From an optimization exercise on the open Yosys and OpenROAD flow, aimed at small area; shortcuts taken in it are not production practice. Only simulation tests tie the RTL to the original design; equivalence was not proved.

== the previous run ==
==> flow/design.v (excerpt) <==
module rgb_to_ycrcb_converter
#(
	parameter DATAIN_WIDTH 	= 32,
	parameter DATAOUT_WIDTH = 32
)
(
	input		clk		,
	input		rst		,
	input      	[DATAIN_WIDTH-1:0]	datain	,
	input             		datain_valid	,
	output	reg		datain_ready			,
	output      	[DATAOUT_WIDTH-1:0]	dataout			,
	output  reg           		dataout_valid ,
	input				dataout_ready
);
	reg [7:0] G0;
	reg [8:0] D1;
	reg [8:0] D2;
	reg [7:0] Y2;
	reg [8:0] Q3;
	reg [8:0] Q4;
	reg v1;
	wire s0;
	rgb_x2 u1 (.a(datain[16]), .b(datain[8]), .y(s0));
	wire c2 = ~datain[16] | datain[8];
	wire s3, c4;
	rgb_fa u5 (.a(~datain[17]), .b(datain[9]), .c(c2), .s(s3), .co(c4));
	wire s6, c7;
	rgb_fa u8 (.a(datain[10]), .b(~datain[18]), .c(c4), .s(s6), .co(c7));
	wire s9, c10;
	rgb_fa u11 (.a(datain[11]), .b(~datain[19]), .c(c7), .s(s9), .co(c10));
	wire s12, c13;
	rgb_fa u14 (.a(datain[12]), .b(~datain[20]), .c(c10), .s(s12), .co(c13));
	wire s15, c16;
	rgb_fa u17 (.a(datain[13]), .b(~datain[21]), .c(c13), .s(s15), .co(c16));
	wire s18, c19;
	rgb_fa u20 (.a(datain[14]), .b(~datain[22]), .c(c16), .s(s18), .co(c19));
	wire s21, c22;
	rgb_fa u23 (.a(datain[15]), .b(~datain[23]), .c(c19), .s(s21), .co(c22));
	wire s24;
	rgb_x2 u25 (.a(datain[16]), .b(datain[24]), .y(s24));
	wire c26 = ~datain[16] | datain[24];
	wire s27, c28;
	rgb_fa u29 (.a(~datain[17]), .b(datain[25]), .c(c26), .s(s27), .co(c28));
	wire s30, c31;
	rgb_fa u32 (.a(~datain[18]), .b(datain[26]), .c(c28), .s(s30), .co(c31));
	wire s33, c34;
	rgb_fa u35 (.a(~datain[19]), .b(datain[27]), .c(c31), .s(s33), .co(c34));
	wire s36, c37;
  ...
==> flow/config.mk <==
export PLATFORM = sky130hd
export DESIGN_NAME = rgb_to_ycrcb_converter
export DESIGN_NICKNAME = rgb_to_ycrcb_converter
export VERILOG_FILES = /design/flow/design.v
export SDC_FILE = /design/flow/constraint.sdc
export NUM_CORES = 4
export LEC_CHECK = 0
export CAP_MARGIN = 20
export CORE_MARGIN = 2
export CORE_UTILIZATION = 40
export GPL_TIMING_DRIVEN = 0
export SLEW_MARGIN = 20
export SYNTH_HIERARCHICAL = 1
==> flow/constraint.sdc <==
create_clock -name core_clock -period 10.0 [get_ports {clk}]
set_input_delay 2.0000 -clock core_clock [delete_from_list [all_inputs] [get_ports {clk}]]
set_output_delay 2.0000 -clock core_clock [all_outputs]
set_load 0.01 [all_outputs]
standard.sh (not shown) runs the stock make flow with config.mk's settings and CLKGATE_MAP_FILE= SYNTH_SCRIPT=/design/flow/synth_recipe.tcl, a recipe that flattens the netlist after the stock synthesis.
==> flow/flow/run.sh <==
#!/bin/bash
set -euo pipefail
export BUFFER_PORTS_ARGS="-buffer_cell sky130_fd_sc_hd__buf_1"
export REMOVE_ABC_BUFFERS=1
export SKIP_REPAIR_TIE_FANOUT=1
export RECOVER_POWER=100
export CTS_ARGS="-sink_clustering_enable -repair_clock_nets -dont_use_dummy_load"
bash standard.sh finish > standard_flow.log 2>&1
Inputs modified between the previous run and the current run:
diff --git a/flow/flow/run.sh b/flow/flow/run.sh
--- a/flow/flow/run.sh
+++ b/flow/flow/run.sh
@@ -4,4 +4,2 @@
 export REMOVE_ABC_BUFFERS=1
-export SKIP_REPAIR_TIE_FANOUT=1
-export RECOVER_POWER=100
 export CTS_ARGS="-sink_clustering_enable -repair_clock_nets -dont_use_dummy_load"
## What came out
- The previous run → the current run: cell count shows an increase of 7; buffer count from post-CTS setup fixing flat; detailed-route wire length decreased by 210 µm relative to the old numbers.
- The current run -> the previous run: worst hold slack flat

* * *

## 03-09
rgb_to_ycrcb_converter again, from the RTL that the note above started with.
==> flow/config.mk <==
export PLATFORM = sky130hd
export DESIGN_NAME = rgb_to_ycrcb_converter
export DESIGN_NICKNAME = rgb_to_ycrcb_converter
export VERILOG_FILES = /design/flow/design.v
export SDC_FILE = /design/flow/constraint.sdc
export NUM_CORES = 4
export LEC_CHECK = 0
export CAP_MARGIN = 20
export CORE_MARGIN = 2
export CORE_UTILIZATION = 40
export GPL_TIMING_DRIVEN = 0
export SLEW_MARGIN = 20
export SYNTH_HIERARCHICAL = 1
==> flow/constraint.sdc <==
create_clock -name core_clock -period 10.0 [get_ports {clk}]
set_input_delay 2.0000 -clock core_clock [delete_from_list [all_inputs] [get_ports {clk}]]
set_output_delay 2.0000 -clock core_clock [all_outputs]
set_load 0.01 [all_outputs]
==> flow/flow/run.sh <==
#!/bin/bash
set -euo pipefail
export BUFFER_PORTS_ARGS="-buffer_cell sky130_fd_sc_hd__buf_1"
export REMOVE_ABC_BUFFERS=1
export SKIP_REPAIR_TIE_FANOUT=1
export RECOVER_POWER=100
export CTS_ARGS="-sink_clustering_enable -repair_clock_nets -dont_use_dummy_load -buf_list sky130_fd_sc_hd__clkbuf_4 -root_buf sky130_fd_sc_hd__clkbuf_8 -sink_clustering_size 10"
bash standard.sh finish > standard_flow.log 2>&1
03-09 finished every stage and its layout cleared the timing, DRC and antenna checks.
> inputs changed (03-09 -> 03-27)
# 03-09
export LEC_CHECK = 0
export CAP_MARGIN = 20
export CORE_MARGIN = 2
export CORE_UTILIZATION = 40
export GPL_TIMING_DRIVEN = 0
export SLEW_MARGIN = 20
export SYNTH_HIERARCHICAL = 1
create_clock -name core_clock -period 10.0 [get_ports {clk}]
# 03-27
export LEC_CHECK = 0
export CAP_MARGIN = 20
export CORE_MARGIN = 2
export CORE_UTILIZATION = 65
export GPL_TIMING_DRIVEN = 0
export SLEW_MARGIN = 20
export SYNTH_HIERARCHICAL = 1
create_clock -name core_clock -period 10.0 [get_ports {clk}]
==> flow/flow/run.sh <==
#!/bin/bash
set -euo pipefail
export BUFFER_PORTS_ARGS="-buffer_cell sky130_fd_sc_hd__buf_1"
export REMOVE_ABC_BUFFERS=1
export SKIP_REPAIR_TIE_FANOUT=1
export RECOVER_POWER=100
export CTS_ARGS="-sink_clustering_enable -repair_clock_nets -dont_use_dummy_load"
bash standard.sh finish > standard_flow.log 2>&1
--- outcome ---
- Summary of 03-27 over 03-09: total track usage went up 6.8 points; clock latency on the worst-skew pair held.
- 03-27 vs 03-09, via count went down by 15.
- The final cycle utilization of the critical path in 03-27 was lower than what 03-09 gave.
- Compared to 03-09, 03-27 has filler cell count in the final layout 513 lower.
- The higher worst setup slack of 03-27 and 03-09 is in 03-27.
- 03-27 -> 03-09: register-to-register slack flat
- 03-27 vs 03-09 — area of combinational cells with multiple inputs climbed slightly
- 03-27 vs 03-09 — sequential share of layout area rose 0.33 points.

* * *

Starting RTL as in the previous note.
clock: 10.0 ns
lec_check: 0
cap_margin: 20
core_margin: 2
core_utilization: 40
gpl_timing_driven: 0
slew_margin: 20
synth_hierarchical: 1
==> flow/flow/run.sh <==
#!/bin/bash
set -euo pipefail
export BUFFER_PORTS_ARGS="-buffer_cell sky130_fd_sc_hd__buf_1"
export REMOVE_ABC_BUFFERS=1
export SKIP_REPAIR_TIE_FANOUT=1
export CTS_ARGS="-sink_clustering_enable -repair_clock_nets -dont_use_dummy_load"
bash standard.sh finish > standard_flow.log 2>&1
The starting point went through all stages and came out clean.
Next try:
==> flow/flow/run.sh (replaced) <==
#!/bin/bash
set -euo pipefail
export BUFFER_PORTS_ARGS="-buffer_cell sky130_fd_sc_hd__buf_1"
export REMOVE_ABC_BUFFERS=1
export SKIP_REPAIR_TIE_FANOUT=1
export RECOVER_POWER=100
export CTS_ARGS="-sink_clustering_enable -repair_clock_nets -dont_use_dummy_load -buf_list sky130_fd_sc_hd__clkbuf_16 -root_buf sky130_fd_sc_hd__clkbuf_16 -sink_clustering_size 60 -sink_clustering_max_diameter 500"
bash standard.sh finish > standard_flow.log 2>&1
What happened: The changed run produced a clean layout. Final cell count stays the same. Worst setup slack gets better by 0.031 ns.

afterwards: timing with drivers on the ports:
How much do the figures lean on ideal ports? The routed layouts below were timed once more, with nothing changed but the port constraints. Step 1: set_driving_cell puts a clkbuf_16 on clk and a buf_2 on each other input, an assumption about the parent block. Step 2 times the ports against the registers' clock, not the clock port: input delays grow and output delays shrink by t, the midpoint of the rising clock arrivals with the driver on. Slacks: ideal ports / drivers / drivers and shift; pairs: ideal ports / drivers.
run	t (ns)	setup WS [ns]	latest minus earliest clock arrival (ns)
the previous run	0.328	0.569 / 0.543 / 0.871	0.010 / 0.011
the current run	0.324	0.573 / 0.547 / 0.871	0.006 / 0.006
03-09	0.328	0.569 / 0.543 / 0.871	0.010 / 0.011
03-27	0.320	0.615 / 0.588 / 0.908	0.020 / 0.020
the first run of note 3	0.328	0.569 / 0.543 / 0.871	0.011 / 0.011
the second run of note 3	0.317	0.601 / 0.567 / 0.884	0.008 / 0.008
After both steps every run listed still meets setup and hold.
